This is an optimization exercise on Yosys and OpenROAD, whose aim is a short achievable clock period and few clock cycles, not a production implementation.
Only simulation tests tie the RTL to the original design; equivalence was not proved.
Power and IR drop assume default switching activity.

$ cat config.mk
export PLATFORM = sky130hd
export DESIGN_NAME = CPU
export DESIGN_NICKNAME = CPU
export VERILOG_FILES = /design/flow/design.v
export SDC_FILE = /design/flow/constraint.sdc
export NUM_CORES = 4
export LEC_CHECK = 0
export CAP_MARGIN = 20
export CORE_MARGIN = 2
export CORE_UTILIZATION = 40
export PLACE_DENSITY = 0.45
export SLEW_MARGIN = 20
export SYNTH_HIERARCHICAL = 1
export SYNTH_MINIMUM_KEEP_SIZE = 0
$ cat constraint.sdc
create_clock -name core_clock -period 12.0 [get_ports {clk}]
set_input_delay 2.4000 -clock core_clock [delete_from_list [all_inputs] [get_ports {clk}]]
set_output_delay 2.4000 -clock core_clock [all_outputs]
set_load 0.01 [all_outputs]
$ cat design.v
`timescale 1ns / 1ps
module CPU(clk,rst,imem_addr,imem_rdata,dmem_addr,dmem_wdata,dmem_we,dmem_rdata);
input clk,rst;
output [31:0]imem_addr;
input [31:0]imem_rdata;
output [31:0]dmem_addr;
output [31:0]dmem_wdata;
output dmem_we;
input [31:0]dmem_rdata;
function [32:0] ks_add;
  input [31:0] x, y;
  input ci;
  reg [31:0] g, p, gn, pn;
  integer k, d;
  begin
    g = x & y;
    p = x ^ y;
    g[0] = g[0] | (p[0] & ci);
    for (d = 1; d < 32; d = d * 2) begin
      gn = g; pn = p;
      for (k = d; k < 32; k = k + 1) begin
        gn[k] = g[k] | (p[k] & g[k-d]);
        pn[k] = p[k] & p[k-d];
      end
      g = gn; p = pn;
    end
    ks_add[0] = x[0] ^ y[0] ^ ci;
    for (k = 1; k < 32; k = k + 1) ks_add[k] = x[k] ^ y[k] ^ g[k-1];
    ks_add[32] = g[31];
  end
endfunction
reg [7:0] fidx;
reg [7:0] ras;
wire stall;
wire redirect;
wire [7:0] redirect_idx;
reg [7:0] fidx_o;
assign imem_addr = {22'd0, fidx_o, 2'b00};
wire [31:0] fi = imem_rdata;
wire [7:0] finc, fpred, fnext, fnext_o;
wire f_isjal;
PC u_fnext(fi, fidx, ras, redirect, redirect_idx, stall, rst, fnext, fnext_o, fpred, finc, f_isjal);
reg d_valid;
reg [31:0] d_ins;
reg [7:0] d_idx;
reg [7:0] d_pnext;
always @(posedge clk or posedge rst) begin
  if (rst) begin
    fidx <= 8'd0;
    ras <= 8'd0;
    d_valid <= 1'b0;
  end else begin
    fidx <= fnext;
    if (redirect) begin
      d_valid <= 1'b0;
    end else if (!stall) begin
      d_valid <= 1'b1;
      if (f_isjal) ras <= finc;
    end
  end
end
always @(posedge clk) begin
  fidx_o <= fnext_o;
  if (!stall) begin
    d_ins <= fi;
    d_idx <= fidx;
    d_pnext <= ras;    
  end
end
wire [5:0] op = d_ins[31:26];
wire [5:0] fn = d_ins[5:0];
wire [4:0] rs = d_ins[25:21];
wire [4:0] rt = d_ins[20:16];
wire [4:0] rd = d_ins[15:11];
wire [15:0] imm = d_ins[15:0];
wire isR    = (op == 6'b000000);
wire i_jr   = isR && (fn == 6'b001000);
wire i_addi = (op == 6'b001000);
wire i_andi = (op == 6'b001100);
wire i_xori = (op == 6'b001110);
wire i_sltiu= (op == 6'b001011);
wire i_lw   = (op == 6'b100011);
wire i_sw   = (op == 6'b101011);
wire i_beq  = (op == 6'b000100);
wire i_bne  = (op == 6'b000101);
wire i_j    = (op == 6'b000010);
wire i_jal  = (op == 6'b000011);
wire i_other = !(isR || i_addi || i_andi || i_xori || i_sltiu || i_lw || i_sw ||
                 i_beq || i_bne || i_j || i_jal);
reg [2:0] aluop;
always @(*) begin
  aluop = 3'b100;
  if (isR) begin
    case (fn)
      6'b100010: aluop = 3'b101;
      6'b100100: aluop = 3'b000;
      6'b100101: aluop = 3'b001;
      6'b100110: aluop = 3'b010;
      6'b100111: aluop = 3'b011;
      6'b101011: aluop = 3'b110;
      6'b000100: aluop = 3'b111;
      default:   aluop = 3'b100;
    endcase
  end else if (i_andi) aluop = 3'b000;
  else if (i_xori) aluop = 3'b010;
  else if (i_sltiu) aluop = 3'b110;
  else if (i_beq || i_bne) aluop = 3'b101;
end
wire d_useimm = i_addi || i_andi || i_xori || i_sltiu || i_lw || i_sw;
wire d_sext   = i_addi || i_lw || i_sw;
wire [31:0] d_immv = {{16{d_sext & imm[15]}}, imm};
wire d_wen = (isR && !i_jr) || i_addi || i_andi || i_xori || i_sltiu || i_lw || i_jal || i_other;
wire [4:0] d_wd = i_jal ? 5'd31 : (i_addi || i_andi || i_xori || i_sltiu || i_lw) ? rt : rd;
wire d_usert = (isR && !i_jr) || i_beq || i_bne || i_sw || i_other;    
wire d_users = !i_j && !i_jal;
reg [31:0] rf [0:31];
wire [31:0] rf_rs = rf[rs];
wire [31:0] rf_rt = rf[rt];
reg e_valid, e_wen, e_load;
reg [4:0] e_wd;
reg m_valid, m_wen, m_load;
reg [4:0] m_wd;
reg [31:0] res_M;
reg w_wen;
reg [4:0] w_wd;
reg [31:0] wb_val;
wire e_hit_s = e_valid && e_wen && (e_wd == rs);
wire e_hit_t = e_valid && e_wen && (e_wd == rt);
wire m_hit_s = m_valid && m_wen && (m_wd == rs);
wire m_hit_t = m_valid && m_wen && (m_wd == rt);
wire w_hit_s = w_wen && (w_wd == rs);
wire w_hit_t = w_wen && (w_wd == rt);
assign stall = d_valid && e_load && ((d_users && e_hit_s) || (d_usert && e_hit_t));
wire [31:0] m_val = m_load ? dmem_rdata : res_M;
wire [31:0] rsv_r = (m_hit_s && !m_load) ? res_M : w_hit_s ? wb_val : rf_rs;
wire [31:0] rtv_r = (m_hit_t && !m_load) ? res_M : w_hit_t ? wb_val : rf_rt;
wire ld_s = m_hit_s && m_load;
wire ld_t = m_hit_t && m_load;
reg [31:0] A_E, B_E, S_E;
reg s_and, s_or, s_xor, s_xnor, s_add, s_sub, s_slt, s_sll, s_link;
wire [31:0] e_res;
reg e_store, e_beq, e_bne, e_jr, e_jmp, e_predtk;
reg [7:0] e_alt, e_pnext;
reg [25:0] e_tgt;
reg [31:0] e_boff;
wire [7:0] d_inc = d_idx + 8'd1;
wire [7:0] d_bt  = d_inc + imm[7:0];
wire d_go = d_valid && !stall && !redirect;
always @(posedge clk or posedge rst) begin
  if (rst) begin
    e_valid <= 1'b0;
    e_wen <= 1'b0;
    e_load <= 1'b0;
    e_store <= 1'b0;
    e_beq <= 1'b0;
    e_bne <= 1'b0;
    e_jr <= 1'b0;
    e_jmp <= 1'b0;
  end else begin
    e_valid <= d_go;
    e_wen <= d_go && d_wen;
    e_load <= d_go && i_lw;
    e_store <= d_go && i_sw;
    e_beq <= d_go && i_beq;
    e_bne <= d_go && i_bne;
    e_jr <= d_go && i_jr;
    e_jmp <= d_go && (i_j || i_jal);
  end
end
always @(posedge clk) begin
  e_wd <= d_wd;
  s_and  <= !i_jal && aluop == 3'b000;
  s_or   <= !i_jal && aluop == 3'b001;
  s_xor  <= !i_jal && aluop == 3'b010;
  s_xnor <= !i_jal && aluop == 3'b011;
  s_add  <= !i_jal && aluop == 3'b100;
  s_sub  <= !i_jal && aluop == 3'b101;
  s_slt  <= !i_jal && aluop == 3'b110;
  s_sll  <= !i_jal && aluop == 3'b111;
  s_link <= i_jal;
  e_predtk <= i_bne;
  e_alt <= i_bne ? d_inc : d_bt;
  e_pnext <= d_pnext;
  e_tgt <= d_ins[25:0];
  A_E <= e_hit_s ? e_res : ld_s ? dmem_rdata : rsv_r;
  B_E <= (e_hit_t && !d_useimm) ? e_res : (ld_t && !d_useimm) ? dmem_rdata : d_useimm ? d_immv : rtv_r;
  S_E <= e_hit_t ? e_res : ld_t ? dmem_rdata : rtv_r;
  e_boff <= {14'd0, imm, 2'b00} + 32'd4;
end
wire [31:0] a = A_E;
wire [31:0] b = B_E;
wire [31:0] s = S_E;
reg [31:0] epc;
wire [31:0] epc4 = epc + 32'd4;
wire [32:0] e_sum = ks_add(a, b, 1'b0);
wire [32:0] e_dif = ks_add(a, ~b, 1'b1);
wire e_lt = !e_dif[32];
wire [31:0] e_shl = (a[31:5] == 27'd0) ? (b << a[4:0]) : 32'd0;
wire [31:0] alu = ({32{s_and}} & (a & b)) |
                  ({32{s_or}}  & (a | b)) |
                  ({32{s_xor}} & (a ^ b)) |
                  ({32{s_xnor}} & ~(a ^ b)) |
                  ({32{s_add}} & e_sum[31:0]) |
                  ({32{s_sub}} & e_dif[31:0]) |
                  ({32{s_slt}} & {31'd0, e_lt}) |
                  ({32{s_sll}} & e_shl) |
                  ({32{s_link}} & epc4);
assign e_res = alu;
wire eq = (a == s);
wire taken = (e_beq && eq) || (e_bne && !eq);
wire br_miss = (e_beq || e_bne) && (taken != e_predtk);
wire jr_miss = e_jr && (a[9:2] != e_pnext);
assign redirect = br_miss || jr_miss;
assign redirect_idx = e_jr ? a[9:2] : e_alt;
wire [31:0] e_bt = epc + e_boff;
always @(posedge clk or posedge rst) begin
  if (rst) epc <= 32'd0;
  else if (e_valid) begin
    if (e_jr) epc <= a;
    else if (e_jmp) epc <= {epc4[31:28], e_tgt, 2'b00};
    else if (taken) epc <= e_bt;
    else epc <= epc4;
  end
end
reg [31:0] sd_M;
reg [31:0] da_M;    
reg we_M;           
always @(posedge clk or posedge rst) begin
  if (rst) begin
    m_valid <= 1'b0;
    m_wen <= 1'b0;
    m_load <= 1'b0;
  end else begin
    m_valid <= e_valid;
    m_wen <= e_wen;
    m_load <= e_load;
  end
end
always @(posedge clk) begin
  m_wd <= e_wd;
  res_M <= e_res;
  sd_M <= s;
  da_M <= e_sum[31:0];
  we_M <= e_store && !rst;
end
assign dmem_addr = da_M;
assign dmem_wdata = sd_M;
assign dmem_we = we_M;
always @(posedge clk or posedge rst) begin
  if (rst) w_wen <= 1'b0;
  else w_wen <= m_wen;
end
always @(posedge clk) begin
  w_wd <= m_wd;
  wb_val <= m_val;
end
integer i;
always @(posedge clk or posedge rst) begin
  if (rst) begin
    for (i = 0; i < 32; i = i + 1) rf[i] <= 32'd0;
  end else if (w_wen) begin
    rf[w_wd] <= wb_val;
  end
end
endmodule
`timescale 1ns / 1ps
module PC(fi, fidx, ras, redirect, redirect_idx, stall, rst, fnext, fnext_o, fpred, finc, f_isjal);
input [31:0] fi;
input [7:0] fidx, ras, redirect_idx;
input redirect, stall, rst;
output [7:0] fnext, fnext_o, fpred, finc;
output f_isjal;
wire f_isj   = (fi[31:27] == 5'b00001);               
assign f_isjal = (fi[31:26] == 6'b000011);
wire f_isbne = (fi[31:26] == 6'b000101);
wire f_isjr  = (fi[31:26] == 6'b000000) && (fi[5:0] == 6'b001000);
assign finc = fidx + 8'd1;
wire [7:0] fbt = finc + fi[7:0];
wire f_seq = !(f_isj || f_isbne || f_isjr);
assign fpred = ({8{f_isj}} & fi[7:0]) | ({8{f_isbne}} & fbt) |
               ({8{f_isjr}} & ras) | ({8{f_seq}} & finc);
wire f_go = !redirect && !stall;
wire f_hold = !redirect && stall;
assign fnext = ({8{redirect}} & redirect_idx) | ({8{f_hold}} & fidx) |
               ({8{f_go && f_isj}} & fi[7:0]) | ({8{f_go && f_isbne}} & fbt) |
               ({8{f_go && f_isjr}} & ras) | ({8{f_go && f_seq}} & finc);
assign fnext_o = rst ? 8'd0 : fnext;
endmodule
$ cat flow/run.sh
#!/bin/bash
# Own layout flow: the standard flow (standard synthesis, same constraints and
# clock period), with a larger setup-slack target for timing repair, port buffers
# of a plain buffer cell, and sizing not restricted to the same cell footprint.
set -euo pipefail
sed 's|"\${@:-finish}"|SETUP_SLACK_MARGIN=9 MATCH_CELL_FOOTPRINT=0 BUFFER_PORTS_ARGS="-buffer_cell sky130_fd_sc_hd__buf_4" "${@:-finish}"|' standard.sh > own_standard.sh
grep -q 'SETUP_SLACK_MARGIN=9' own_standard.sh
bash own_standard.sh finish > own_flow_make.log 2>&1
$ cat standard.sh
#!/bin/bash
# synth_recipe.tcl (not shown) runs the flow's synth.tcl, then flattens the netlist and writes it again
# the make line also repeats each setting of config.mk as NAME=value (left out here)
make -C /OpenROAD-flow-scripts/flow DESIGN_CONFIG=/design/flow/config.mk WORK_HOME=/design/flow/orfs CLKGATE_MAP_FILE= SYNTH_SCRIPT=/design/flow/synth_recipe.tcl "${@:-finish}"
==> results.json, run 1 <==
{
  "run_status": "finished clean",
  "chipHeight_um": 443.4,
  "clk_pin_slew_ns": 0.06,
  "finalCritPeriodShare_pct": 30.89,
  "first_iter_violations": 11175,
  "power.total_mw": 26.19,
  "ioPinCount": 163,
  "postSynthAreaPerCell_um2": 10.58,
  "tns_ns": 0,
  "cts_sinks": 1450,
  "core_um2": 192200,
  "portBuffers": 138,
  "vias_in_the_first_global_route": 69173,
  "syn-cell-area_um2": 77220,
  "maxCapViolations": 0,
  "final.min_clock_period_ns": 3.707,
  "critPathBufInv": 1,
  "finalClockSkew_ns": 0.05624,
  "die-area_um2": 196600,
  "antenna_found_initial": 36,
  "detailedRoute.firstPassIterationCount": 9,
  "grt_use_total_pct": 43.68,
  "clock.fmax_mhz": 269.8,
  "clk_latency_ns": 0.88,
  "worst_setup_path_start_kind": "flip-flop",
  "timing_hold_violations_final": 0,
  "synthesis.yosys.warnings": 8,
  "ctsRootBufferMaster": "sky130_fd_sc_hd__clkbuf_16",
  "tritoncts": "done",
  "critical_path.max_stage_delay_ns": 0.35,
  "rows": 161,
  "leakagePower_nw": 43.24,
  "routed_wirelength_normalized_by_instance_count_um": 42.70,
  "post_synthesis_to_final_layout_area_growth_pct": 28.77,
  "grt_setup_unrepaired": "true",
  "criticalPathCategory": "reg2out",
  "final_max_slew_viol_count": 0,
  "report.final.setup_viol": 0,
  "worst_pin_slew_ns": 1.216,
  "place.detailed.hpwl_um": 259400,
  "vias": 72539,
  "cts_max_path_buffers": 3,
  "utilization_pct": 51.74,
  "worstPathCellList": "buf_6",
  "cts-htree-levels": 4,
  "cp_max_fo": 1,
  "wirelength_um": 445200,
  "antenna_violating_nets_post_route": 0,
  "slowest_stage": "sky130_fd_sc_hd__dfxtp_2",
  "ctsHoldBuffers": 0,
  "grt_overflow_total": 0,
  "finish.net_count": 7949,
  "maxSlewHeadroom_pct": 18.94,
  "die_outline_width_um": 443.4,
  "hold_path.class": "reg2reg",
  "cellPowerDensity_nw_per_um2": 263.4,
  "viasPerCell": 6.958,
  "worstSetupEndpointType": "primary output",
  "grt_max_degree": 77,
  "netlist_instances": 7296,
  "critical_path_arrival_ns": 1.31,
  "globalplace.congestion": 0.9890,
  "peakVddDrop_v": 0.0001672,
  "drive_above_1_share_pct": 39.96,
  "crit_family": "flip-flops",
  "cp.required_ns": 9.60,
  "first_pass_grt_wire_length_um": 596600,
  "drc": 0,
  "fill_cells": 17333,
  "cts-buffers-inserted": 167,
  "initial_core_util_pct": 40.18
}
==> cells in the final DEF (no fill, tap or decap), types with 60 or more instances in the layout <==
| master | count |
|---|---|
| sky130_fd_sc_hd__dfrtp_1 | 1082 |
| sky130_fd_sc_hd__mux2_2 | 1067 |
| sky130_fd_sc_hd__a22oi_1 | 741 |
| sky130_fd_sc_hd__nand2_1 | 477 |
| sky130_fd_sc_hd__buf_4 | 471 |
| sky130_fd_sc_hd__nor2_1 | 246 |
| sky130_fd_sc_hd__buf_6 | 231 |
| sky130_fd_sc_hd__clkbuf_16 | 210 |
| sky130_fd_sc_hd__dfxtp_1 | 189 |
| sky130_fd_sc_hd__a21oi_1 | 189 |
| sky130_fd_sc_hd__nand3_1 | 184 |
| sky130_fd_sc_hd__inv_1 | 154 |
| sky130_fd_sc_hd__and3_1 | 122 |
| sky130_fd_sc_hd__xnor2_1 | 120 |
| sky130_fd_sc_hd__buf_12 | 111 |
| sky130_fd_sc_hd__nand4_1 | 107 |
| sky130_fd_sc_hd__o21ai_0 | 100 |
| sky130_fd_sc_hd__ha_1 | 100 |
| sky130_fd_sc_hd__dfxtp_2 | 96 |
| sky130_fd_sc_hd__mux2i_1 | 81 |
| sky130_fd_sc_hd__o211ai_1 | 60 |
==> metal layers <==
metal	share of wire [%]	up-vias	global-route usage, %
met5	0.091	-	0
met1	37	36655	53.56
li1	-	28245	-
met4	9.7	30	32.75
met3	12	1930	14.25
met2	42	5679	63.82
==> metrics by stage <==
stage	instances	hold slack (ns)	worst slack (ns)	area (um^2)
after floorplan	7319	0.3233	-5.367	77490
after global placement	9548	0.3290	6.816	81090
after detailed placement	9548	0.3294	6.793	81120
after CTS	10305	0.3424	8.253	97110
after global routing	10409	0.3472	8.261	99390
final	10425	0.3412	8.293	99430
==> report_power, final <==
| part | switching, mW | total (mW) | leakage (nW) | internal, mW |
|---|---|---|---|---|
| sequential | 2.66 | 9.75 | 17.2 | 7.09 |
| clock | 2.29 | 5.61 | 2.93 | 3.32 |
| combinational | 5.90 | 10.8 | 23.1 | 4.93 |
| total | 10.9 | 26.2 | 43.2 | 15.3 |
==> flip-flops by register name, indices dropped and copies added (netlist names), 17 cells and up <==
register  count
A_E          32
B_E          32
S_E          32
d_ins        32
da_M         32
e_boff       17
e_tgt        26
epc          32
res_M        32
rf         1024
sd_M         32
wb_val       32
==> timing repair <==
item / in CTS / in global routing
setup buffers: 413 / 91
pin swaps: 318 / 183
cloned: 37 / 11
resized for setup: 1339 / 294
setup endpoints to repair: 1513 / 969
==> cell type report <==
class / instances / area [um^2] / area share [%]
flip-flops and latches: 1450 / 35180 / 35.38
clock inverters: 64 / 977.2 / 0.9828
well taps: 2526 / 3161 / 3.179
clock buffers: 243 / 4976 / 5.005
repair buffers: 907 / 10420 / 10.48
inverters: 180 / 721.9 / 0.7261
repair inverters: 2 / 12.51 / 0.01258
diodes: 17 / 42.54 / 0.04279
multi-input cells: 5036 / 43930 / 44.18
==> final timing paths <==
path	start	endpoint	slack (ns)	cells after the start
setup / recovery	fidx_o[6]	imem_addr[8]	8.29	1
hold / removal	d_pnext[3]	e_pnext[3]	0.34	0
setup reg to reg	d_ins[21]	A_E[18]	8.36	13
hold reg to reg	d_pnext[3]	e_pnext[3]	0.34	0
max in group asynchronous	rst	rf[19][3]	8.96	5
min in group asynchronous	rst	ras[1]	1.89	3
Testbench counts, summed over its fixed seeds: cycles 28,452.
==> inputs of run 2 (changes only) <==
--- a/config.mk
+++ b/config.mk
@@ -8,6 +8,8 @@
 export CAP_MARGIN = 20
 export CORE_MARGIN = 2
 export CORE_UTILIZATION = 40
+export CTS_CLUSTER_DIAMETER = 100
+export CTS_CLUSTER_SIZE = 20
 export PLACE_DENSITY = 0.45
 export SLEW_MARGIN = 20
 export SYNTH_HIERARCHICAL = 1
==> results.json, run 2 <==
{
  "die-area_um2": 196600,
  "slowest_stage": "sky130_fd_sc_hd__dfxtp_2",
  "clock.fmax_mhz": 274.9,
  "report.final.setup_viol": 0,
  "area_after_dpl_um2": 81120,
  "post_synthesis_to_final_layout_area_growth_pct": 27.42,
  "cts_sinks": 1450,
  "clock_power_share_pct": 14.1,
  "first_iter_violations": 11481,
  "die_outline_width_um": 443.4,
  "synthesis.yosys.warnings": 8,
  "maxSlewHeadroom_pct": 11.39,
  "vias": 72947,
  "worst_hold_slack_ns": 0.3490,
  "grt_use_total_pct": 43.91,
  "net-switching-power_mw": 10.59,
  "clk_latency_ns": 0.82,
  "final_non_filler_cells": 10369,
  "layout.cells.most_common_list": "sky130_fd_sc_hd__dfrtp_1, sky130_fd_sc_hd__mux2_2, sky130_fd_sc_hd__a22oi_1",
  "critPathBufInv": 1,
  "globalplace.congestion": 0.9890,
  "p_int_mw": 13.56,
  "cp.required_ns": 9.60,
  "drive_above_1_share_pct": 40.93,
  "switching_share_pct": 43.86,
  "antenna_found_initial": 34,
  "dp_cells": 9548,
  "utilization_pct": 51.20,
  "timing_hold_violations_final": 0,
  "routed_wirelength_normalized_by_instance_count_um": 43.68,
  "cp_max_fo": 1,
  "largest_register_ff_count": 1024,
  "critical_path.max_stage_delay_ns": 0.37,
  "grt_overflow_total": 0,
  "portBuffers": 138,
  "cts-buffers-inserted": 90,
  "finish.net_count": 7986,
  "sequential_group_share_of_total_power_pct": 40.4,
  "leakagePower_nw": 42.54,
  "peakVddDrop_v": 0.0001257,
  "worstPathCellList": "buf_6",
  "antenna_violating_nets_post_route": 0,
  "viasPerCell": 7.035,
  "final_max_slew_viol_count": 0,
  "vias_in_the_first_global_route": 68855,
  "clk_pin_slew_ns": 0.09,
  "criticalPathCategory": "reg2out",
  "tns_ns": 0,
  "cts_max_path_buffers": 3,
  "core_um2": 192200,
  "netlist_instances": 7296,
  "cellPowerDensity_nw_per_um2": 245.4,
  "syn-cell-area_um2": 77220,
  "final_area_um2": 98390,
  "ctsRootBufferMaster": "sky130_fd_sc_hd__clkbuf_16",
  "maxCapViolations": 0,
  "postSynthAreaPerCell_um2": 10.58,
  "fill_cells": 17349,
  "grt_setup_unrepaired": "true",
  "critical_path_arrival_ns": 1.24,
  "share_comb_of_total_power_pct": 45.5,
  "wirelength_um": 452900,
  "worst_pin_slew_ns": 1.324,
  "final.min_clock_period_ns": 3.637,
  "hold_path.class": "reg2reg",
  "first_pass_grt_wire_length_um": 599000,
  "cts-htree-levels": 3,
  "initial_core_util_pct": 40.18,
  "rows": 161,
  "layout.cells.most_common": "sky130_fd_sc_hd__dfrtp_1",
  "ctsHoldBuffers": 0,
  "largest-register": "rf",
  "finalCritPeriodShare_pct": 30.31,
  "tritoncts": "done",
  "chipHeight_um": 443.4,
  "drc": 0,
  "ioPinCount": 163,
  "grt_max_degree": 75,
  "crit_family": "flip-flops",
  "finalClockSkew_ns": 0.05380,
  "place.detailed.hpwl_um": 259400,
  "detailedRoute.firstPassIterationCount": 10,
  "run_status": "finished clean",
  "worst_setup_path_start_kind": "flip-flop",
  "worstSetupEndpointType": "primary output"
}
## run 2: final timing paths
| check | from | to | slack [ns] | depth (start not counted) |
|---|---|---|---|---|
| setup / recovery | fidx_o[6] | imem_addr[8] | 8.36 | 1 |
| hold / removal | d_pnext[3] | e_pnext[3] | 0.35 | 0 |
| setup reg to reg | d_ins[18] | B_E[28] | 8.37 | 14 |
| hold reg to reg | d_pnext[3] | e_pnext[3] | 0.35 | 0 |
| max in group asynchronous | rst | rf[27][27] | 9.18 | 5 |
| min in group asynchronous | rst | rf[26][25] | 1.84 | 3 |
## run 2: worst register-to-register path, delay by kind of cell (launching register included)
family | cells | cell delay [ns]
AOI/OAI and AO/OA | 5 | 1.21
and+or+nand+nor | 4 | 1.14
buffers and inverters | 5 | 0.76
DFF | 1 | 0.35
## run 2: through the flow
step,setup WS [ns],total power [mW]
6_report,8.363,24.15
5_1_grt,8.338,24.92
3_5_place_dp,6.793,17.64
2_1_floorplan,-5.367,13.93
4_1_cts,8.318,23.04
3_3_place_gp,6.816,17.60
## run 2: final cells by class
class,instances,area [um^2],area share (%)
Multi-Input combinational cell,5035,44590,45.32
Sequential cell,1450,35200,35.78
Timing Repair Buffer,1021,11940,12.13
Tap cell,2526,3161,3.212
Clock buffer,117,2447,2.488
Inverter,180,733.2,0.7452
Clock inverter,22,264.0,0.2683
Antenna cell,15,37.54,0.03815
Timing Repair inverter,3,17.52,0.01780
## run 2: layer usage
layer | wire length, um | global-route usage, % | up-vias | part of all wire (%)
met2 | 188500 | 64.24 | 5744 | 42
li1 | - | - | 28177 | -
met4 | 44250 | 33.45 | 16 | 9.8
met1 | 165800 | 53.67 | 37019 | 37
met5 | 126 | 0 | - | 0.028
met3 | 54180 | 14.20 | 1991 | 12
## run 2: what timing repair did
| item | in CTS | in global routing |
|---|---|---|
| endpoints found under the hold margin | 0 | 0 |
| pin swaps | 321 | 287 |
| buffers inserted | 455 | 153 |
| gates cloned | 40 | 19 |
| endpoints found under the setup margin | 1540 | 1083 |
| gates resized for setup | 1364 | 471 |
## run 2: power groups by stage
stage / logic (mW) / clock network [mW] / registers (mW)
2_1_floorplan: 5.56 / 0 / 8.37
3_3_place_gp: 8.09 / 0 / 9.51
3_5_place_dp: 8.15 / 0 / 9.48
4_1_cts: 10.1 / 3.44 / 9.51
5_1_grt: 11.5 / 3.61 / 9.85
6_report: 11.0 / 3.41 / 9.75
==> inputs of run 3 (changes only) <==
--- a/design.v
+++ b/design.v
@@ -42,6 +42,7 @@
 PC u_fnext(fi, fidx, ras, redirect, redirect_idx, stall, rst, fnext, fnext_o, fpred, finc, f_isjal);
 reg d_valid;
 reg [31:0] d_ins;
+reg [31:0] d_rs_oh, d_rt_oh;    
 reg [7:0] d_idx;
 reg [7:0] d_pnext;
 always @(posedge clk or posedge rst) begin
@@ -63,6 +64,8 @@
   fidx_o <= fnext_o;
   if (!stall) begin
     d_ins <= fi;
+    d_rs_oh <= 32'd1 << fi[25:21];
+    d_rt_oh <= 32'd1 << fi[20:16];
     d_idx <= fidx;
     d_pnext <= ras;    
   end
@@ -114,8 +117,16 @@
 wire d_usert = (isR && !i_jr) || i_beq || i_bne || i_sw || i_other;    
 wire d_users = !i_j && !i_jal;
 reg [31:0] rf [0:31];
-wire [31:0] rf_rs = rf[rs];
-wire [31:0] rf_rt = rf[rt];
+reg [31:0] rf_rs, rf_rt;
+integer j;
+always @(*) begin
+  rf_rs = 32'd0;
+  rf_rt = 32'd0;
+  for (j = 0; j < 32; j = j + 1) begin
+    rf_rs = rf_rs | (rf[j] & {32{d_rs_oh[j]}});
+    rf_rt = rf_rt | (rf[j] & {32{d_rt_oh[j]}});
+  end
+end
 reg e_valid, e_wen, e_load;
 reg [4:0] e_wd;
 reg m_valid, m_wen, m_load;
--- a/config.mk
+++ b/config.mk
@@ -8,8 +8,6 @@
 export CAP_MARGIN = 20
 export CORE_MARGIN = 2
 export CORE_UTILIZATION = 40
-export CTS_CLUSTER_DIAMETER = 100
-export CTS_CLUSTER_SIZE = 20
 export PLACE_DENSITY = 0.45
 export SLEW_MARGIN = 20
 export SYNTH_HIERARCHICAL = 1
==> results.json, run 3 <==
{
  "worst_setup_path_start_kind": "flip-flop",
  "drc": 0,
  "tritoncts": "done",
  "die-area_um2": 195200,
  "grt_overflow_total": 0,
  "worstSetupEndpointType": "primary output",
  "critical_path_arrival_ns": 1.33,
  "peakVddDrop_v": 0.0001597,
  "globalplace.congestion": 0.9974,
  "portBuffers": 138,
  "routed_wirelength_normalized_by_instance_count_um": 43.12,
  "largest_register_ff_count": 1024,
  "worst_pin_slew_ns": 1.249,
  "maxCapViolations": 0,
  "syn-cell-area_um2": 76670,
  "utilization_pct": 49.40,
  "vias_in_the_first_global_route": 65476,
  "chipHeight_um": 441.8,
  "slowest_stage": "sky130_fd_sc_hd__dfxtp_4",
  "timing_hold_violations_final": 0,
  "drive_above_1_share_pct": 36.98,
  "criticalPathCategory": "reg2out",
  "worst_hold_slack_ns": 0.3297,
  "cp.required_ns": 9.60,
  "cts_max_path_buffers": 3,
  "fill_cells": 17340,
  "first_pass_grt_wire_length_um": 567100,
  "hold_path.class": "reg2reg",
  "die_outline_width_um": 441.8,
  "ctsRootBufferMaster": "sky130_fd_sc_hd__clkbuf_16",
  "cts-buffers-inserted": 175,
  "antenna_found_initial": 25,
  "leakagePower_nw": 40.11,
  "antenna_violating_nets_post_route": 0,
  "postSynthAreaPerCell_um2": 11.11,
  "clock.fmax_mhz": 268.4,
  "first_iter_violations": 10906,
  "grt_use_total_pct": 41.91,
  "ioPinCount": 163,
  "run_status": "finished clean",
  "wirelength_um": 424100,
  "vias": 69116,
  "clk_latency_ns": 0.84,
  "largest-register": "rf",
  "detailedRoute.firstPassIterationCount": 9,
  "final.min_clock_period_ns": 3.726,
  "finalCritPeriodShare_pct": 31.05,
  "finalClockSkew_ns": 0.03386,
  "cp_max_fo": 1,
  "cts_sinks": 1514,
  "layout.cells.most_common": "sky130_fd_sc_hd__dfrtp_1",
  "cts-htree-levels": 4,
  "finish.net_count": 7364,
  "cellPowerDensity_nw_per_um2": 272.6,
  "layout.cells.most_common_list": "sky130_fd_sc_hd__dfrtp_1, sky130_fd_sc_hd__mux2_2, sky130_fd_sc_hd__a22oi_1",
  "critPathBufInv": 1,
  "clk_pin_slew_ns": 0.06,
  "core_um2": 190400,
  "initial_core_util_pct": 40.27,
  "report.final.setup_viol": 0,
  "worstPathCellList": "buf_6",
  "rows": 160,
  "ctsHoldBuffers": 0,
  "viasPerCell": 7.028,
  "final_max_slew_viol_count": 0,
  "synthesis.yosys.warnings": 8,
  "critical_path.max_stage_delay_ns": 0.40,
  "grt_setup_unrepaired": "true",
  "netlist_instances": 6903,
  "crit_family": "flip-flops",
  "post_synthesis_to_final_layout_area_growth_pct": 22.68,
  "maxSlewHeadroom_pct": 16.72,
  "place.detailed.hpwl_um": 251700,
  "grt_max_degree": 91
}
[run 3: report_power, final]
part           switching [mW]  total (mW)  internal, mW  leakage [nW]
logic                    5.64        10.4          4.75          19.0
clock network            2.34        5.58          3.24          2.90
registers                2.36        9.67          7.31          18.2
total                    10.3        25.6          15.3          40.1
[run 3: what timing repair did]
action,4_1_cts,5_1_grt
gates resized for setup,835,351
setup endpoints to repair,1580,904
gates cloned,18,5
setup buffers,188,82
endpoints found under the hold margin,0,0
pin swaps,167,152
[run 3: metrics by stage]
stage	cells	setup slack (ns)	total power, mW	TNS, ns	cell area (um^2)
2_1_floorplan	6926	-5.367	13.81	-5823.38	76760
3_3_place_gp	9199	6.493	17.12	0	80680
3_5_place_dp	9200	6.490	17.15	0	80730
4_1_cts	9730	8.229	24.48	0	91770
5_1_grt	9818	8.239	26.48	0	94010
6_report	9835	8.274	25.64	0	94060
[run 3: per-layer routing]
metal	GRT usage [%]	wire length, um
met5	0.5861	225
met4	22.23	27640
met3	15.47	55340
met2	57.19	169500
met1	57.23	171400
[run 3: cell type report]
type | instances | area [um^2] | area share, %
Timing Repair Buffer | 652 | 6902 | 7.338
Timing Repair inverter | 4 | 25.02 | 0.02661
Inverter | 179 | 714.4 | 0.7596
Clock inverter | 47 | 436.7 | 0.4643
Antenna cell | 18 | 45.04 | 0.04789
Multi-Input combinational cell | 4633 | 40200 | 42.74
Sequential cell | 1514 | 37140 | 39.49
Tap cell | 2511 | 3142 | 3.340
Clock buffer | 277 | 5449 | 5.793
[run 3: path summary, 6_finish.rpt]
path,start,endpoint,slack [ns],depth (start not counted)
worst max-delay path,sd_M[29],dmem_wdata[29],8.27,1
worst min-delay path,d_pnext[5],e_pnext[5],0.33,0
worst max register to register,A_E[0],B_E[14],8.40,14
worst min register to register,d_pnext[5],e_pnext[5],0.33,0
max in group asynchronous,rst,rf[18][7],9.12,6
min in group asynchronous,rst,fidx[6],1.55,2
Testbench counts of run 3, summed over its fixed seeds: cycles 28,452.
==> inputs of run 4 (changes only) <==
--- a/design.v
+++ b/design.v
@@ -117,14 +117,15 @@
 wire d_usert = (isR && !i_jr) || i_beq || i_bne || i_sw || i_other;    
 wire d_users = !i_j && !i_jal;
 reg [31:0] rf [0:31];
+reg [31:0] rf_ok;
 reg [31:0] rf_rs, rf_rt;
 integer j;
 always @(*) begin
   rf_rs = 32'd0;
   rf_rt = 32'd0;
   for (j = 0; j < 32; j = j + 1) begin
-    rf_rs = rf_rs | (rf[j] & {32{d_rs_oh[j]}});
-    rf_rt = rf_rt | (rf[j] & {32{d_rt_oh[j]}});
+    rf_rs = rf_rs | (rf[j] & {32{d_rs_oh[j] && rf_ok[j]}});
+    rf_rt = rf_rt | (rf[j] & {32{d_rt_oh[j] && rf_ok[j]}});
   end
 end
 reg e_valid, e_wen, e_load;
@@ -150,6 +151,7 @@
 reg [31:0] A_E, B_E, S_E;
 reg s_and, s_or, s_xor, s_xnor, s_add, s_sub, s_slt, s_sll, s_link;
 wire [31:0] e_res;
+wire [31:0] a_next, b_next, s_next;
 reg e_store, e_beq, e_bne, e_jr, e_jmp, e_predtk;
 reg [7:0] e_alt, e_pnext;
 reg [25:0] e_tgt;
@@ -193,9 +195,9 @@
   e_alt <= i_bne ? d_inc : d_bt;
   e_pnext <= d_pnext;
   e_tgt <= d_ins[25:0];
-  A_E <= e_hit_s ? e_res : ld_s ? dmem_rdata : rsv_r;
-  B_E <= (e_hit_t && !d_useimm) ? e_res : (ld_t && !d_useimm) ? dmem_rdata : d_useimm ? d_immv : rtv_r;
-  S_E <= e_hit_t ? e_res : ld_t ? dmem_rdata : rtv_r;
+  A_E <= a_next;
+  B_E <= b_next;
+  S_E <= s_next;
   e_boff <= {14'd0, imm, 2'b00} + 32'd4;
 end
 wire [31:0] a = A_E;
@@ -217,6 +219,43 @@
                   ({32{s_sll}} & e_shl) |
                   ({32{s_link}} & epc4);
 assign e_res = alu;
+wire fa_e = e_hit_s;
+wire fb_e = e_hit_t && !d_useimm;
+wire fs_e = e_hit_t;
+assign a_next = ({32{s_and && fa_e}} & (a & b)) |
+                  ({32{s_or && fa_e}}  & (a | b)) |
+                  ({32{s_xor && fa_e}} & (a ^ b)) |
+                  ({32{s_xnor && fa_e}} & ~(a ^ b)) |
+                  ({32{s_add && fa_e}} & e_sum[31:0]) |
+                  ({32{s_sub && fa_e}} & e_dif[31:0]) |
+                  ({32{s_slt && fa_e}} & {31'd0, e_lt}) |
+                  ({32{s_sll && fa_e}} & e_shl) |
+                  ({32{s_link && fa_e}} & epc4) |
+                  ({32{!fa_e && ld_s}} & dmem_rdata) |
+                  ({32{!fa_e && !ld_s}} & rsv_r);
+assign b_next = ({32{s_and && fb_e}} & (a & b)) |
+                  ({32{s_or && fb_e}}  & (a | b)) |
+                  ({32{s_xor && fb_e}} & (a ^ b)) |
+                  ({32{s_xnor && fb_e}} & ~(a ^ b)) |
+                  ({32{s_add && fb_e}} & e_sum[31:0]) |
+                  ({32{s_sub && fb_e}} & e_dif[31:0]) |
+                  ({32{s_slt && fb_e}} & {31'd0, e_lt}) |
+                  ({32{s_sll && fb_e}} & e_shl) |
+                  ({32{s_link && fb_e}} & epc4) |
+                  ({32{!fb_e && ld_t && !d_useimm}} & dmem_rdata) |
+                  ({32{!fb_e && d_useimm}} & d_immv) |
+                  ({32{!fb_e && !ld_t && !d_useimm}} & rtv_r);
+assign s_next = ({32{s_and && fs_e}} & (a & b)) |
+                  ({32{s_or && fs_e}}  & (a | b)) |
+                  ({32{s_xor && fs_e}} & (a ^ b)) |
+                  ({32{s_xnor && fs_e}} & ~(a ^ b)) |
+                  ({32{s_add && fs_e}} & e_sum[31:0]) |
+                  ({32{s_sub && fs_e}} & e_dif[31:0]) |
+                  ({32{s_slt && fs_e}} & {31'd0, e_lt}) |
+                  ({32{s_sll && fs_e}} & e_shl) |
+                  ({32{s_link && fs_e}} & epc4) |
+                  ({32{!fs_e && ld_t}} & dmem_rdata) |
+                  ({32{!fs_e && !ld_t}} & rtv_r);
 wire eq = (a == s);
 wire taken = (e_beq && eq) || (e_bne && !eq);
 wire br_miss = (e_beq || e_bne) && (taken != e_predtk);
@@ -265,13 +304,12 @@
   w_wd <= m_wd;
   wb_val <= m_val;
 end
-integer i;
+always @(posedge clk) begin
+  if (w_wen) rf[w_wd] <= wb_val;
+end
 always @(posedge clk or posedge rst) begin
-  if (rst) begin
-    for (i = 0; i < 32; i = i + 1) rf[i] <= 32'd0;
-  end else if (w_wen) begin
-    rf[w_wd] <= wb_val;
-  end
+  if (rst) rf_ok <= 32'd0;
+  else if (w_wen) rf_ok[w_wd] <= 1'b1;
 end
 endmodule
 `timescale 1ns / 1ps
==> results.json, run 4 <==
{
  "initial_core_util_pct": 40.31,
  "crit_family": "flip-flops",
  "sequential_group_share_of_total_power_pct": 38.6,
  "antenna_found_initial": 19,
  "layout.cells.most_common_list": "sky130_fd_sc_hd__edfxtp_1, sky130_fd_sc_hd__a22oi_1, sky130_fd_sc_hd__buf_4",
  "wirelength_um": 394800,
  "maxCapViolations": 0,
  "min_from": "d_pnext[5]",
  "postSynthAreaPerCell_um2": 12.26,
  "clock.fmax_mhz": 265.4,
  "final_max_slew_viol_count": 0,
  "worst_pin_slew_ns": 1.233,
  "worst_setup_path_start_kind": "flip-flop",
  "r2r.worst_path.cells": 10,
  "layout.cells.most_common": "sky130_fd_sc_hd__edfxtp_1",
  "largest_register_ff_count": 1024,
  "maxSlewHeadroom_pct": 17.83,
  "core_um2": 178600,
  "net-switching-power_mw": 7.777,
  "grt_overflow_total": 0,
  "detailedPlace.worstSlack_ns": 7.263,
  "cts-buffers-inserted": 173,
  "worst_hold_path.endpoint": "e_pnext[5]",
  "syn-cell-area_um2": 71990,
  "vias": 62454,
  "run_status": "finished clean",
  "ioPinCount": 163,
  "synthesis.yosys.warnings": 7,
  "share_comb_of_total_power_pct": 35.0,
  "portBuffers": 138,
  "first_iter_violations": 11387,
  "peakVddDrop_v": 0.0001275,
  "leakagePower_nw": 31.40,
  "ctsRootBufferMaster": "sky130_fd_sc_hd__clkbuf_16",
  "tns_ns": 0,
  "cellPowerDensity_nw_per_um2": 233.6,
  "finish.net_count": 6463,
  "final.min_clock_period_ns": 3.768,
  "cp.required_ns": 9.60,
  "grt_use_total_pct": 41.39,
  "cts-htree-levels": 4,
  "worstPathCellList": "buf_6",
  "drive_above_1_share_pct": 28.12,
  "critical_path_arrival_ns": 1.37,
  "rows": 155,
  "report.final.setup_viol": 0,
  "clk_pin_slew_ns": 0.06,
  "timing_hold_violations_final": 0,
  "finalClockSkew_ns": 0.04774,
  "viasPerCell": 7.128,
  "cp_max_fo": 1,
  "critPathBufInv": 1,
  "drc": 0,
  "routed_wirelength_normalized_by_instance_count_um": 45.05,
  "die_outline_width_um": 428.2,
  "cts_sinks": 1546,
  "netlist_instances": 5874,
  "grt_setup_unrepaired": "true",
  "grt_max_degree": 74,
  "timing.hold.worst_path_depth": 0,
  "antenna_violating_nets_post_route": 0,
  "tritoncts": "done",
  "criticalPathCategory": "reg2out",
  "hold_path.class": "reg2reg",
  "fill_cells": 15630,
  "detailedRoute.firstPassIterationCount": 7,
  "setup_slack_reg_to_reg_ns": 8.56,
  "p_int_mw": 13.21,
  "largest-register": "rf",
  "post_synthesis_to_final_layout_area_growth_pct": 24.81,
  "fin_ws_ns": 8.232,
  "worst_hold_slack_ns": 0.3364,
  "clock_power_share_pct": 26.4,
  "switching_share_pct": 37.05,
  "vias_in_the_first_global_route": 58165,
  "finalCritPeriodShare_pct": 31.40,
  "first_pass_grt_wire_length_um": 519700,
  "place.detailed.hpwl_um": 229800,
  "r2r-start": "d_rt_oh[26]",
  "timing.rr.end": "B_E[18]",
  "globalplace.congestion": 0.9974,
  "chipHeight_um": 428.2,
  "worstSetupEndpointType": "primary output",
  "critical_path.max_stage_delay_ns": 0.41,
  "slowest_stage": "sky130_fd_sc_hd__dfxtp_4",
  "cts_max_path_buffers": 3,
  "clk_latency_ns": 0.86,
  "die-area_um2": 183400
}
## run 4: cell types whose count changed in the layout (fill, tap and decap cells not counted), sizes merged, moves of 62 or more
cell,before,now
edfxtp,112,1136
nand4,170,253
dfrtp,1085,93
mux2,1087,74
nor4,91,29
nand3,181,77
## run 4: repair_timing
action / 4_1_cts / 5_1_grt
hold buffers: 0 / 0
endpoints found under the hold margin: 0 / 0
setup buffers: 206 / 114
gates cloned: 15 / 5
setup endpoints to repair: 1023 / 364
pin swaps: 143 / 149
resized for setup: 849 / 307
## run 4: layout make-up
class | instances | area (um^2) | area share, %
repair buffers | 639 | 6374 | 7.094
clock inverters | 85 | 1011 | 1.125
flip-flops and latches | 1546 | 43070 | 47.94
repair inverters | 3 | 17.52 | 0.01950
clock buffers | 239 | 4807 | 5.350
inverters | 176 | 758.2 | 0.8439
multi-input cells | 3714 | 30850 | 34.34
diodes | 5 | 12.51 | 0.01393
well taps | 2355 | 2947 | 3.279
## run 4: worst max-delay path by stage
stage                         from  slack, ns             end  cells after the start
floorplan           imem_rdata[31]       8.12       fidx_o[3]                      6
global placement            A_E[2]       7.30         S_E[30]                     11
detailed placement          A_E[2]       7.26         B_E[15]                     12
CTS                       sd_M[21]       8.20  dmem_wdata[21]                      1
global route              sd_M[21]       8.23  dmem_wdata[21]                      1
finish                    sd_M[21]       8.23  dmem_wdata[21]                      1
## run 4: metal layers
metal,GRT usage [%],up-vias,share of wire (%)
met2,63.35,5310,44
met3,11.41,1441,12
met1,51.06,31666,36
met5,0,-,0.021
met4,27.96,12,8.4
li1,-,24025,-
## run 4: stage by stage
stage               total power, mW  area (um^2)  std cells  utilization [%]
floorplan                     10.81        72650       5897                -
global placement              13.28        76220       8092            42.67
detailed placement            13.26        76260       8093            42.70
CTS                           20.13        87490       8638            48.98
global route                  21.50        89840       8758            50.30
finish                        20.99        89850       8762            50.30
## run 4: power by group through the flow
| stage | Sequential (mW) | Clock, mW | Combinational [mW] |
|---|---|---|---|
| 6_report | 8.10 | 5.54 | 7.35 |
| 3_3_place_gp | 8.07 | 0 | 5.20 |
| 4_1_cts | 8.03 | 5.56 | 6.54 |
| 5_1_grt | 8.15 | 5.75 | 7.60 |
| 2_1_floorplan | 7.61 | 0 | 3.20 |
| 3_5_place_dp | 8.07 | 0 | 5.19 |
Testbench counts of run 4, summed over its fixed seeds: cycles 28,452.
==> inputs of run 5 (changes only) <==
--- a/config.mk
+++ b/config.mk
@@ -8,6 +8,8 @@
 export CAP_MARGIN = 20
 export CORE_MARGIN = 2
 export CORE_UTILIZATION = 40
+export CTS_CLUSTER_DIAMETER = 100
+export CTS_CLUSTER_SIZE = 20
 export PLACE_DENSITY = 0.45
 export SLEW_MARGIN = 20
 export SYNTH_HIERARCHICAL = 1
==> results.json, run 5 <==
{
  "run_status": "finished clean",
  "maxSlewHeadroom_pct": 21.39,
  "worstSetupEndpointType": "primary output",
  "first_pass_grt_wire_length_um": 517400,
  "worst_pin_slew_ns": 1.179,
  "syn-cell-area_um2": 71990,
  "post_synthesis_to_final_layout_area_growth_pct": 20.86,
  "core_um2": 178600,
  "largest_register_ff_count": 1024,
  "drive_above_1_share_pct": 26.38,
  "place.detailed.hpwl_um": 229800,
  "finish.net_count": 6384,
  "ioPinCount": 163,
  "critPathBufInv": 1,
  "fin_ws_ns": 8.281,
  "globalplace.congestion": 0.9974,
  "portBuffers": 138,
  "die-area_um2": 183400,
  "hold_path.class": "reg2reg",
  "antenna_found_initial": 15,
  "largest-register": "rf",
  "chipHeight_um": 428.2,
  "grt_max_degree": 74,
  "cp.required_ns": 9.60,
  "cellPowerDensity_nw_per_um2": 217.3,
  "worstPathCellList": "buf_6",
  "clk_latency_ns": 0.80,
  "final_max_slew_viol_count": 0,
  "peakVddDrop_v": 0.0001200,
  "ctsRootBufferMaster": "sky130_fd_sc_hd__clkbuf_16",
  "timing_hold_violations_final": 0,
  "vias_in_the_first_global_route": 57762,
  "slowest_stage": "sky130_fd_sc_hd__dfxtp_4",
  "finalClockSkew_ns": 0.04915,
  "final.min_clock_period_ns": 3.719,
  "wirelength_um": 392200,
  "detailedRoute.firstPassIterationCount": 8,
  "tns_ns": 0,
  "maxCapViolations": 0,
  "utilization_pct": 48.71,
  "worst_setup_path_start_kind": "flip-flop",
  "grt_setup_unrepaired": "true",
  "antenna_violating_nets_post_route": 0,
  "synthesis.yosys.warnings": 7,
  "report.final.setup_viol": 0,
  "critical_path_arrival_ns": 1.32,
  "critical_path.max_stage_delay_ns": 0.42,
  "layout.cells.most_common": "sky130_fd_sc_hd__edfxtp_1",
  "clk_pin_slew_ns": 0.09,
  "finalCritPeriodShare_pct": 30.99,
  "grt_overflow_total": 0,
  "grt_use_total_pct": 41.19,
  "crit_family": "flip-flops",
  "routed_wirelength_normalized_by_instance_count_um": 45.56,
  "cp_max_fo": 1,
  "tritoncts": "done",
  "rows": 155,
  "vias": 61396,
  "leakagePower_nw": 29.95,
  "initial_core_util_pct": 40.31,
  "clock.fmax_mhz": 268.9,
  "first_iter_violations": 10722,
  "cts-buffers-inserted": 89,
  "detailedPlace.worstSlack_ns": 7.263,
  "ctsHoldBuffers": 0,
  "cts-htree-levels": 3,
  "layout.cells.most_common_list": "sky130_fd_sc_hd__edfxtp_1, sky130_fd_sc_hd__a22oi_1, sky130_fd_sc_hd__buf_4",
  "cts_sinks": 1546,
  "worst_hold_slack_ns": 0.3424,
  "die_outline_width_um": 428.2,
  "netlist_instances": 5874,
  "criticalPathCategory": "reg2out",
  "cts_max_path_buffers": 3,
  "viasPerCell": 7.132,
  "postSynthAreaPerCell_um2": 12.26,
  "drc": 0
}
## run 5: cell type report
cell class                      count  area, um^2
Timing Repair inverter              3       17.52
Inverter                          176       737.0
Tap cell                         2355        2947
Multi-Input combinational cell   3713       30970
Timing Repair Buffer              645        6566
Antenna cell                        6       15.01
Clock inverter                     14       240.2
Clock buffer                      150        2487
Sequential cell                  1546       43030
Fill cell                       15856       91600
## run 5: worst paths after layout
check | start | to | slack (ns) | cells past startpoint
worst max-delay path | sd_M[21] | dmem_wdata[21] | 8.28 | 1
worst min-delay path | d_pnext[5] | e_pnext[5] | 0.34 | 0
worst min register to register | d_pnext[5] | e_pnext[5] | 0.34 | 0
max in group asynchronous | rst | m_load | 9.15 | 3
worst max register to register | A_E[0] | B_E[30] | 8.53 | 14
min in group asynchronous | rst | epc[20] | 1.80 | 2
## run 5: per-stage QoR
stage / power (mW) / area, um^2 / std cells
after floorplan: 10.81 / 72650 / 5897
after global placement: 13.28 / 76220 / 8092
after detailed placement: 13.26 / 76260 / 8093
after CTS: 18.08 / 84770 / 8505
after global routing: 19.40 / 87000 / 8602
final: 18.91 / 87010 / 8608
## run 5: where the power goes
group | leakage [nW] | internal [mW] | switching (mW) | total (mW)
logic | 14.3 | 3.11 | 4.28 | 7.39
clock network | 1.29 | 1.49 | 1.95 | 3.44
registers | 14.4 | 6.94 | 1.13 | 8.07
total | 30.0 | 11.5 | 7.37 | 18.9
## run 5: timing repair
item / CTS / global route
buffers inserted: 230 / 95
endpoints found under the setup margin: 1020 / 411
pin swaps: 180 / 174
hold endpoints to repair: 0 / 0
gates cloned: 18 / 2
resized for setup: 882 / 318
## run 5: layer usage
metal / vias to the layer above / GRT usage, % / part of all wire [%]
met5: - / 0 / 0.016
met3: 1378 / 11.22 / 12
met4: 8 / 27.31 / 8.5
met2: 5142 / 63.18 / 44
met1: 31151 / 50.98 / 36
li1: 23717 / - / -
==> inputs of run 6 (changes only) <==
--- a/config.mk
+++ b/config.mk
@@ -7,10 +7,8 @@
 export LEC_CHECK = 0
 export CAP_MARGIN = 20
 export CORE_MARGIN = 2
-export CORE_UTILIZATION = 40
-export CTS_CLUSTER_DIAMETER = 100
-export CTS_CLUSTER_SIZE = 20
-export PLACE_DENSITY = 0.45
+export CORE_UTILIZATION = 60
+export PLACE_DENSITY = 0.65
 export SLEW_MARGIN = 20
 export SYNTH_HIERARCHICAL = 1
 export SYNTH_MINIMUM_KEEP_SIZE = 0
==> results.json, run 6 <==
{
  "detailroute.wirelength.met2_um": 136200,
  "worst_hold_slack_ns": 0.3362,
  "rows": 127,
  "cp.required_ns": 9.60,
  "critical_path_arrival_ns": 1.33,
  "synthesis.yosys.warnings": 7,
  "globalplace.congestion": 1.067,
  "cellPowerDensity_nw_per_um2": 234.7,
  "hold_path.class": "reg2reg",
  "cts_sinks": 1546,
  "grt_setup_unrepaired": "true",
  "post_synthesis_to_final_layout_area_growth_pct": 21.26,
  "layout.cells.most_common_list": "sky130_fd_sc_hd__edfxtp_1, sky130_fd_sc_hd__a22oi_1, sky130_fd_sc_hd__buf_4",
  "antenna_violating_nets_post_route": 0,
  "utilization_pct": 73.06,
  "criticalPathCategory": "reg2out",
  "maxCapViolations": 0,
  "clk_latency_ns": 0.85,
  "final.min_clock_period_ns": 3.730,
  "routed_wirelength_normalized_by_instance_count_um": 43.25,
  "power.total_mw": 20.49,
  "vias_in_the_first_global_route": 59160,
  "peakVddDrop_v": 0.0001939,
  "postSynthAreaPerCell_um2": 12.26,
  "maxSlewHeadroom_pct": 8.907,
  "wirelength_um": 343500,
  "cts-htree-levels": 4,
  "grt_max_degree": 62,
  "worstPathCellList": "buf_6",
  "detailroute.wirelength.met3_um": 61440,
  "detail_route.wirelength.met1_um": 106000,
  "clk_pin_slew_ns": 0.07,
  "worstSetupEndpointType": "primary output",
  "viasPerCell": 8.079,
  "netlist_instances": 5874,
  "first_pass_grt_wire_length_um": 460700,
  "largest-register": "rf",
  "die_outline_width_um": 350.4,
  "area_after_dpl_um2": 75120,
  "die-area_um2": 122800,
  "cp_max_fo": 1,
  "ioPinCount": 163,
  "ctsRootBufferMaster": "sky130_fd_sc_hd__clkbuf_16",
  "finalClockSkew_ns": 0.05304,
  "final_area_um2": 87300,
  "drive_above_1_share_pct": 26.18,
  "core_um2": 119500,
  "timing_hold_violations_final": 0,
  "tritoncts": "done",
  "cts-buffers-inserted": 160,
  "detailedRoute.firstPassIterationCount": 15,
  "leakagePower_nw": 30.68,
  "portBuffers": 138,
  "fill_cells": 7948,
  "first_iter_violations": 14395,
  "clock.fmax_mhz": 268.1,
  "drc": 0,
  "finalCritPeriodShare_pct": 31.08,
  "largest_register_ff_count": 1024,
  "initial_core_util_pct": 60.25,
  "run_status": "finished clean",
  "chipHeight_um": 350.4,
  "vias": 64175,
  "crit_family": "flip-flops",
  "syn-cell-area_um2": 71990,
  "antenna_found_initial": 20,
  "final_max_slew_viol_count": 0,
  "report.final.setup_viol": 0,
  "critPathBufInv": 1,
  "critical_path.max_stage_delay_ns": 0.37,
  "tns_ns": 0,
  "finish.net_count": 6399,
  "grt_use_total_pct": 54.37,
  "slowest_stage": "sky130_fd_sc_hd__dfxtp_2",
  "maxUsedRoutingLayer": "met5",
  "place.detailed.hpwl_um": 195600,
  "cts_max_path_buffers": 3,
  "layout.cells.most_common": "sky130_fd_sc_hd__edfxtp_1",
  "grt_overflow_total": 0,
  "worst_pin_slew_ns": 1.366,
  "worst_setup_path_start_kind": "flip-flop"
}
## run 6: cell types whose count changed in the layout (fill, tap and decap cells not counted), sizes merged
cell,previous run,this run
clkbuf,160,218
nand3,77,75
nand2,228,229
clkinv,12,63
bufinv,2,13
clkinvlp,16,22
diode,6,9
inv,163,162
buf,635,586
## run 6: layout make-up
| class | count | area (um^2) | share of cell area, % |
|---|---|---|---|
| Clock inverter | 82 | 825.8 | 0.9459 |
| Antenna cell | 9 | 22.52 | 0.02580 |
| Multi-Input combinational cell | 3712 | 30570 | 35.02 |
| Timing Repair inverter | 2 | 10.01 | 0.01147 |
| Timing Repair Buffer | 591 | 5637 | 6.457 |
| Clock buffer | 213 | 4431 | 5.075 |
| Tap cell | 1612 | 2017 | 2.310 |
| Inverter | 176 | 755.7 | 0.8657 |
| Sequential cell | 1546 | 43030 | 49.29 |
## run 6: stage by stage
step           setup WS (ns)  cells
2_1_floorplan          8.122   5897
3_3_place_gp           7.405   7323
3_5_place_dp           7.481   7325
4_1_cts                8.271   7821
5_1_grt                8.276   7938
6_report               8.270   7943
## run 6: power breakdown
part / switching, mW / leakage, nW / internal [mW]
Sequential: 1.17 / 14.4 / 6.95
Clock: 2.22 / 2.57 / 2.88
Combinational: 4.19 / 13.7 / 3.08
Total: 7.57 / 30.7 / 12.9
## run 6: worst paths after layout
path	to	slack (ns)	from	cells after the start
min in group asynchronous	epc[31]	1.75	rst	2
worst max register to register	B_E[20]	8.53	A_E[0]	14
worst min-delay path	e_pnext[4]	0.34	d_pnext[4]	0
worst max-delay path	dmem_addr[13]	8.27	da_M[13]	1
worst min register to register	e_pnext[4]	0.34	d_pnext[4]	0
max in group asynchronous	m_load	9.25	rst	3
## run 6: layer usage
layer	GRT usage, %	vias to the layer above
li1	-	23858
met4	45.82	36
met3	26.55	2487
met2	74.16	7328
met5	1.688	-
met1	63.98	30466
## run 6: timing repair
| item | in CTS | in global routing |
|---|---|---|
| pin swaps | 163 | 148 |
| setup buffers | 191 | 110 |
| endpoints found under the setup margin | 982 | 407 |
| gates cloned | 10 | 3 |
| hold buffers | 0 | 0 |
| hold endpoints to repair | 0 | 0 |
| resized for setup | 698 | 347 |

[afterwards: timing with drivers on the ports]
The results above use ideal ports. As a check the final layouts listed here were re-extracted and re-timed, cells and wires unchanged. Step 1 (the two cells are an assumption about what drives the block):
set clk [get_ports {clk}]
set_driving_cell -lib_cell sky130_fd_sc_hd__clkbuf_16 $clk
set_driving_cell -lib_cell sky130_fd_sc_hd__buf_2 [delete_from_list [all_inputs] $clk]
Step 2 adds t to the input delays and takes it off the output delays; t is the mean of the earliest and latest rising clock arrival at the registers after step 1. Input paths then give back, and output paths get back, about the clock's delay inside the block. a / b / c = no drivers / after step 1 / after step 2; a / b = the first two.
| run | shift t [ns] | slack for setup (ns) | worst setup path at the end |
|---|---|---|---|
| run 1 | 0.944 | 8.293 / 8.204 / 7.795 | input to register |
| run 2 | 0.875 | 8.363 / 8.273 / 7.752 | input to register |
| run 3 | 0.917 | 8.274 / 8.177 / 7.689 | input to register |
| run 4 | 0.925 | 8.232 / 8.147 / 7.699 | input to register |
| run 5 | 0.855 | 8.281 / 8.197 / 7.703 | input to register |
| run 6 | 0.905 | 8.270 / 8.190 / 7.743 | input to register |
After both steps every run listed still meets setup and hold. The setup slack of run 2, which loses most, moves by -0.090 ns with the drivers and by -0.611 ns with both steps.
